Source: an optimization exercise on an open RTL-to-GDS flow (aim: small area, a short achievable clock period and few clock cycles per item). Production flows keep margins and buffers that such runs may drop. RTL that was checked went through simulation tests only; none was proved equivalent to the original.

==> module s_box, before the edit <==
module s_box (
    input [3:0] i_sb, output reg [3:0] o_sb
);
    always @(*)
        case (i_sb)
            4'h0: o_sb = 4'hE; 4'h1: o_sb = 4'h4; 4'h2: o_sb = 4'hB; 4'h3: o_sb = 4'h1;
            4'h4: o_sb = 4'h7; 4'h5: o_sb = 4'h9; 4'h6: o_sb = 4'hC; 4'h7: o_sb = 4'hA;
            4'h8: o_sb = 4'hD; 4'h9: o_sb = 4'h2; 4'hA: o_sb = 4'h0; 4'hB: o_sb = 4'hF;
            4'hC: o_sb = 4'h8; 4'hD: o_sb = 4'h5; 4'hE: o_sb = 4'h3; default: o_sb = 4'h6;
        endcase
endmodule
==> flow/config.mk <==
export PLATFORM = sky130hd
export DESIGN_NAME = boron_enc
export DESIGN_NICKNAME = boron_enc
export VERILOG_FILES = /design/flow/design.v
export SDC_FILE = /design/flow/constraint.sdc
export NUM_CORES = 4
export LEC_CHECK = 0
export CAP_MARGIN = 20
export CORE_MARGIN = 2
export CORE_UTILIZATION = 40
export SLEW_MARGIN = 20
==> flow/constraint.sdc <==
create_clock -name core_clock -period 5.0 [get_ports {clk}]
set_input_delay 1.0000 -clock core_clock [delete_from_list [all_inputs] [get_ports {clk}]]
set_output_delay 1.0000 -clock core_clock [all_outputs]
set_load 0.01 [all_outputs]
run.sh (not shown) runs the stock make flow with config.mk's settings and CLKGATE_MAP_FILE= SYNTH_SCRIPT=/design/flow/synth_recipe.tcl, a recipe that flattens the netlist after the stock synthesis.
Then changed:
--- a/flow/design.v
+++ b/flow/design.v
@@ -1,14 +1,16 @@
 module s_box (
-    input [3:0] i_sb, output reg [3:0] o_sb
+    input [3:0] i_sb, output [3:0] o_sb
 );
-    always @(*)
-        case (i_sb)
-            4'h0: o_sb = 4'hE; 4'h1: o_sb = 4'h4; 4'h2: o_sb = 4'hB; 4'h3: o_sb = 4'h1;
-            4'h4: o_sb = 4'h7; 4'h5: o_sb = 4'h9; 4'h6: o_sb = 4'hC; 4'h7: o_sb = 4'hA;
-            4'h8: o_sb = 4'hD; 4'h9: o_sb = 4'h2; 4'hA: o_sb = 4'h0; 4'hB: o_sb = 4'hF;
-            4'hC: o_sb = 4'h8; 4'hD: o_sb = 4'h5; 4'hE: o_sb = 4'h3; default: o_sb = 4'h6;
-        endcase
+    assign o_sb[0] = (!i_sb[3]&!i_sb[2]&i_sb[1]) | (!i_sb[2]&i_sb[1]&i_sb[0]) 
+    | (!i_sb[3]&i_sb[2]&!i_sb[1]) | (i_sb[2]&!i_sb[1]&i_sb[0]) | 
+    (i_sb[3]&!i_sb[2]&!i_sb[1]&!i_sb[0]) | (i_sb[3]&i_sb[2]&i_sb[1]&!i_sb[0]);
+    assign o_sb[1] = (!i_sb[3]&!i_sb[2]&!i_sb[0]) | (!i_sb[3]&!i_sb[1]&!i_sb[0]) | (i_sb[2]&i_sb[1]&i_sb[0]) 
+| (i_sb[3]&!i_sb[2]&i_sb[0]) | (i_sb[3]&i_sb[2]&i_sb[1]);
+    assign o_sb[2] = (!i_sb[3]&!i_sb[2]&!i_sb[1]) | (!i_sb[2]&!i_sb[1]&!i_sb[0]) | (!i_sb[3]&i_sb[2]&!i_sb[0]) 
+| (i_sb[3]&i_sb[1]&i_sb[0]) | (i_sb[3]&i_sb[2]&i_sb[0]);
+    assign o_sb[3] = (!i_sb[3]&!i_sb[2]&!i_sb[0]) | (!i_sb[3]&i_sb[1]&!i_sb[0]) | (!i_sb[3]&i_sb[2]&i_sb[0]) 
+| (i_sb[3]&!i_sb[1]&!i_sb[0]) | (i_sb[3]&!i_sb[2]&i_sb[1]&i_sb[0]);
 endmodule
 module block_shuffle (
     input [15:0] i_bs, output [15:0] o_bs
 );
The new run went through all stages and came out clean.
Setup slack improves by 43 ps.
Sequential cell count is lower by 64.
Global-route usage rises by 1.7 points.
Die area came out lower by 4.9%.
Routed wire length stays flat.
Final area drops by about 14%.
Core utilization falls by 5.2 points.
Synthesized area went down by 4.9%.
Clock-buffer cell count came out lower by 19.
No run of this note included a check of the RTL's function; only the layout flow was run.

---

The RTL this note starts from:
==> flow/design.v <==
module s_box (
    input [3:0] i_sb, output [3:0] o_sb
);
    assign o_sb[0] = (!i_sb[3]&!i_sb[2]&i_sb[1]) | (!i_sb[2]&i_sb[1]&i_sb[0]) 
    | (!i_sb[3]&i_sb[2]&!i_sb[1]) | (i_sb[2]&!i_sb[1]&i_sb[0]) | 
    (i_sb[3]&!i_sb[2]&!i_sb[1]&!i_sb[0]) | (i_sb[3]&i_sb[2]&i_sb[1]&!i_sb[0]);
    assign o_sb[1] = (!i_sb[3]&!i_sb[2]&!i_sb[0]) | (!i_sb[3]&!i_sb[1]&!i_sb[0]) | (i_sb[2]&i_sb[1]&i_sb[0]) 
| (i_sb[3]&!i_sb[2]&i_sb[0]) | (i_sb[3]&i_sb[2]&i_sb[1]);
    assign o_sb[2] = (!i_sb[3]&!i_sb[2]&!i_sb[1]) | (!i_sb[2]&!i_sb[1]&!i_sb[0]) | (!i_sb[3]&i_sb[2]&!i_sb[0]) 
| (i_sb[3]&i_sb[1]&i_sb[0]) | (i_sb[3]&i_sb[2]&i_sb[0]);
    assign o_sb[3] = (!i_sb[3]&!i_sb[2]&!i_sb[0]) | (!i_sb[3]&i_sb[1]&!i_sb[0]) | (!i_sb[3]&i_sb[2]&i_sb[0]) 
| (i_sb[3]&!i_sb[1]&!i_sb[0]) | (i_sb[3]&!i_sb[2]&i_sb[1]&i_sb[0]);
endmodule
module block_shuffle (
    input [15:0] i_bs, output [15:0] o_bs
);
    assign o_bs = {i_bs[7:4], i_bs[3:0], i_bs[15:12], i_bs[11:8]};
endmodule
module round_permutation #(
    parameter [5:0] shift = 5'b0000,
    parameter [7:0] data_length = 8'd16
)(
    input [data_length - 1:0] i_rp,  output [data_length - 1:0] o_rp
); 
assign o_rp = (i_rp << shift) | (i_rp >> (data_length - shift));
endmodule
module XOR_layer (
    input [63:0] i_xor, output [63:0] o_xor
);
    assign o_xor = {(i_xor[63:48]^i_xor[47:32]^i_xor[15:0]), (i_xor[47:32]^i_xor[15:0]),(i_xor[63:48]^i_xor[31:16]), (i_xor[63:48]^i_xor[31:16]^i_xor[15:0])};
endmodule
module permutation_layer (
    input [63:0] i_pl, output [63:0] o_pl
);
    wire [63:0] bs2rp;
    wire [63:0] rp2xor;
    genvar i;
    generate
        for (i = 0; i < 4; i = i +1 ) begin
            block_shuffle bs(.i_bs(i_pl[(16*i + 15):16*i]), .o_bs(bs2rp[(16*i + 15):16*i]));
        end
    endgenerate
            round_permutation #(.shift(1), .data_length(16)) rp0(.i_rp(bs2rp[(16*0 + 15):16*0]), .o_rp(rp2xor[15:0]));
            round_permutation #(.shift(4), .data_length(16)) rp1(.i_rp(bs2rp[(16*1 + 15):16*1]), .o_rp(rp2xor[(16 + 15):16*1]));
            round_permutation #(.shift(7), .data_length(16)) rp2(.i_rp(bs2rp[(16*2 + 15):16*2]), .o_rp(rp2xor[(16*2 + 15):16*2]));
            round_permutation #(.shift(9), .data_length(16)) rp3(.i_rp(bs2rp[(16*3 + 15):16*3]), .o_rp(rp2xor[(16*3 + 15):16*3]));
    XOR_layer xl(.i_xor(rp2xor), .o_xor(o_pl));
endmodule
module add_round_key (
    input [63:0] i_ark_msg, input [63:0] i_ark_key,
    output [63:0] o_ark_cipher
);
    wire [63:0] xor_msg_key;
    wire [63:0] sb2pl;
    assign xor_msg_key = i_ark_key ^ i_ark_msg;
    genvar j;
    generate    
    for(j=0; j < 16; j = j + 1) begin
            s_box sb(.i_sb(xor_msg_key[(4*j + 3):4*j]), .o_sb(sb2pl[(4*j + 3):4*j]));
        end
    endgenerate
    permutation_layer pl(.i_pl(sb2pl), .o_pl(o_ark_cipher));
endmodule
module key_scheduler (
    input clk, rst, input [4:0] round_counter, input [79:0] i_ks_oldkey, output [79:0] o_ks_newkey 
);
    wire [79:0] level_shift;
    wire [79:0] level_sbox;
    wire [4:0] xor_rc;
    round_permutation #(.shift(13), .data_length(80)) rp (.i_rp(i_ks_oldkey), .o_rp(level_shift));
    s_box sb(.i_sb(level_shift[3:0]), .o_sb(level_sbox[3:0]));
    assign level_sbox[79:4] = level_shift[79:4];
    assign xor_rc = level_sbox[63:59]^(round_counter -1);
    assign o_ks_newkey = {level_sbox[79:64], xor_rc, level_sbox[58:0]};
endmodule
module boron_enc (
    input  clk, rst, start, input [63:0] plain_text, input [79:0] master_key,
    output reg done, output [63:0] cipher_text
);
    reg        busy;
    reg [4:0]  rc;           
    reg [63:0] x;
    reg [79:0] k;
    wire [63:0] sp;
    wire [79:0] k_upd;
    add_round_key ark(.i_ark_msg(x), .i_ark_key(64'd0), .o_ark_cipher(sp));
    key_scheduler ks(.clk(clk), .rst(rst), .round_counter(rc + 5'd1), .i_ks_oldkey(k), .o_ks_newkey(k_upd));
    wire [79:0] k_next = busy ? k_upd : master_key;
    wire [63:0] x_next = (busy ? sp : plain_text) ^ k_next[63:0];
    always @(posedge clk) begin
        x <= x_next;
        k <= k_next;
        rc <= busy ? rc + 5'd1 : 5'd0;
    end
    always @(posedge clk) begin
        if (!rst) begin
            busy <= 1'b0;
            done <= 1'b0;
        end else begin
            done <= busy && rc == 5'd24;
            if (!busy)
                busy <= start;
            else if (rc == 5'd24)
                busy <= 1'b0;
        end
    end
    assign cipher_text = x;
endmodule
export LEC_CHECK = 0
export CAP_MARGIN = 20
export CORE_MARGIN = 2
export CORE_UTILIZATION = 40
export SLEW_MARGIN = 20
create_clock -name core_clock -period 5.0 [get_ports {clk}]
Testbench counts at the start, summed over its fixed seeds: cycles 9,992, items 384.
Change:
--- a/flow/design.v
+++ b/flow/design.v
@@ -78,18 +78,39 @@
     output reg done, output [63:0] cipher_text
 );
+    localparam R = 2;
+    localparam [4:0] LAST = 25 - R;      
     reg        busy;
-    reg [4:0]  rc;           
+    reg [4:0]  c;            
     reg [63:0] x;
     reg [79:0] k;
-    wire [63:0] sp;
-    wire [79:0] k_upd;
-    add_round_key ark(.i_ark_msg(x), .i_ark_key(64'd0), .o_ark_cipher(sp));
-    key_scheduler ks(.clk(clk), .rst(rst), .round_counter(rc + 5'd1), .i_ks_oldkey(k), .o_ks_newkey(k_upd));
-    wire [79:0] k_next = busy ? k_upd : master_key;
-    wire [63:0] x_next = (busy ? sp : plain_text) ^ k_next[63:0];
+    wire [63:0] y  [0:R];
+    wire [79:0] kk [0:R];
+    wire [63:0] sp [0:R-1];
+    assign y[0]  = x;
+    assign kk[0] = k;
+    genvar t;
+    generate
+        for (t = 0; t < R; t = t + 1) begin : rnd
+            wire [63:0] s_in;
+            wire [79:0] k_in;
+            wire [4:0]  rc;
+            if (t == R - 1) begin : entry
+                assign k_in = busy ? kk[t] : master_key;
+                assign s_in = t == 0 ? (busy ? x : plain_text ^ master_key[63:0])
+                                     : ((busy ? sp[t-1] : plain_text) ^ k_in[63:0]);
+                assign rc   = busy ? c + t : 5'd0;
+            end else begin : mid
+                assign k_in = kk[t];
+                assign s_in = t == 0 ? x : (sp[t-1] ^ k_in[63:0]);
+                assign rc   = c + t;
+            end
+            add_round_key ark(.i_ark_msg(s_in), .i_ark_key(64'd0), .o_ark_cipher(sp[t]));
+            key_scheduler ks(.clk(clk), .rst(rst), .round_counter(rc + 5'd1), .i_ks_oldkey(k_in), .o_ks_newkey(kk[t+1]));
+        end
+    endgenerate
     always @(posedge clk) begin
-        x <= x_next;
-        k <= k_next;
-        rc <= busy ? rc + 5'd1 : 5'd0;
+        x <= sp[R-1] ^ kk[R][63:0];
+        k <= kk[R];
+        c <= busy ? c + R : 5'd1;
     end
     always @(posedge clk) begin
@@ -98,8 +119,8 @@
             done <= 1'b0;
         end else begin
-            done <= busy && rc == 5'd24;
+            done <= busy && c == LAST;
             if (!busy)
                 busy <= start;
-            else if (rc == 5'd24)
+            else if (c == LAST)
                 busy <= 1'b0;
         end
Outcome: Via count climbs by 67%. Critical path depth climbs by 8. Register-to-register slack loses 1.5 ns. Wire length climbs by 82%. Cell area climbs by 42%. Count of clock-buffer cells in the layout climbs by 1.
Only the layout flow was run in the second run of this note; the RTL was not checked for function there.

-- separate check: timing with driven ports --
The flow's constraints put no driver on any port. The routed layouts listed below were extracted and timed again, unchanged, in two steps.
Step 1: set_driving_cell puts a clkbuf_16 on clk and a buf_2 on each other input, an assumption about the parent block.
Step 2 adds t to the input delays and takes it off the output delays; t is the mean of the earliest and latest rising clock arrival at the registers after step 1. Input paths then give back, and output paths get back, about the clock's delay inside the block.
a / b / c = ideal ports / drivers / drivers and shift; a / b = the first two.
run	shift t [ns]	setup WS [ns]	hold WS [ns]	worst data-port slew with drivers (ns)
the first run of note 1	0.631	0.084 / 0.084 / 0.084	0.537 / 0.537 / 0.537	0.05
the second run of note 1	0.507	0.127 / 0.127 / 0.127	0.513 / 0.513 / 0.513	0.05
the first run of note 2	0.461	2.360 / 2.316 / 2.615	0.453 / 0.453 / 0.453	0.07
the second run of note 2	0.489	1.072 / 1.072 / 0.984	0.462 / 0.462 / 0.462	0.04
After both steps setup and hold are still met in every run listed. For the second run of note 2, which loses most, drivers alone change the setup slack by 0.000 ns; drivers and shift together by -0.088 ns.
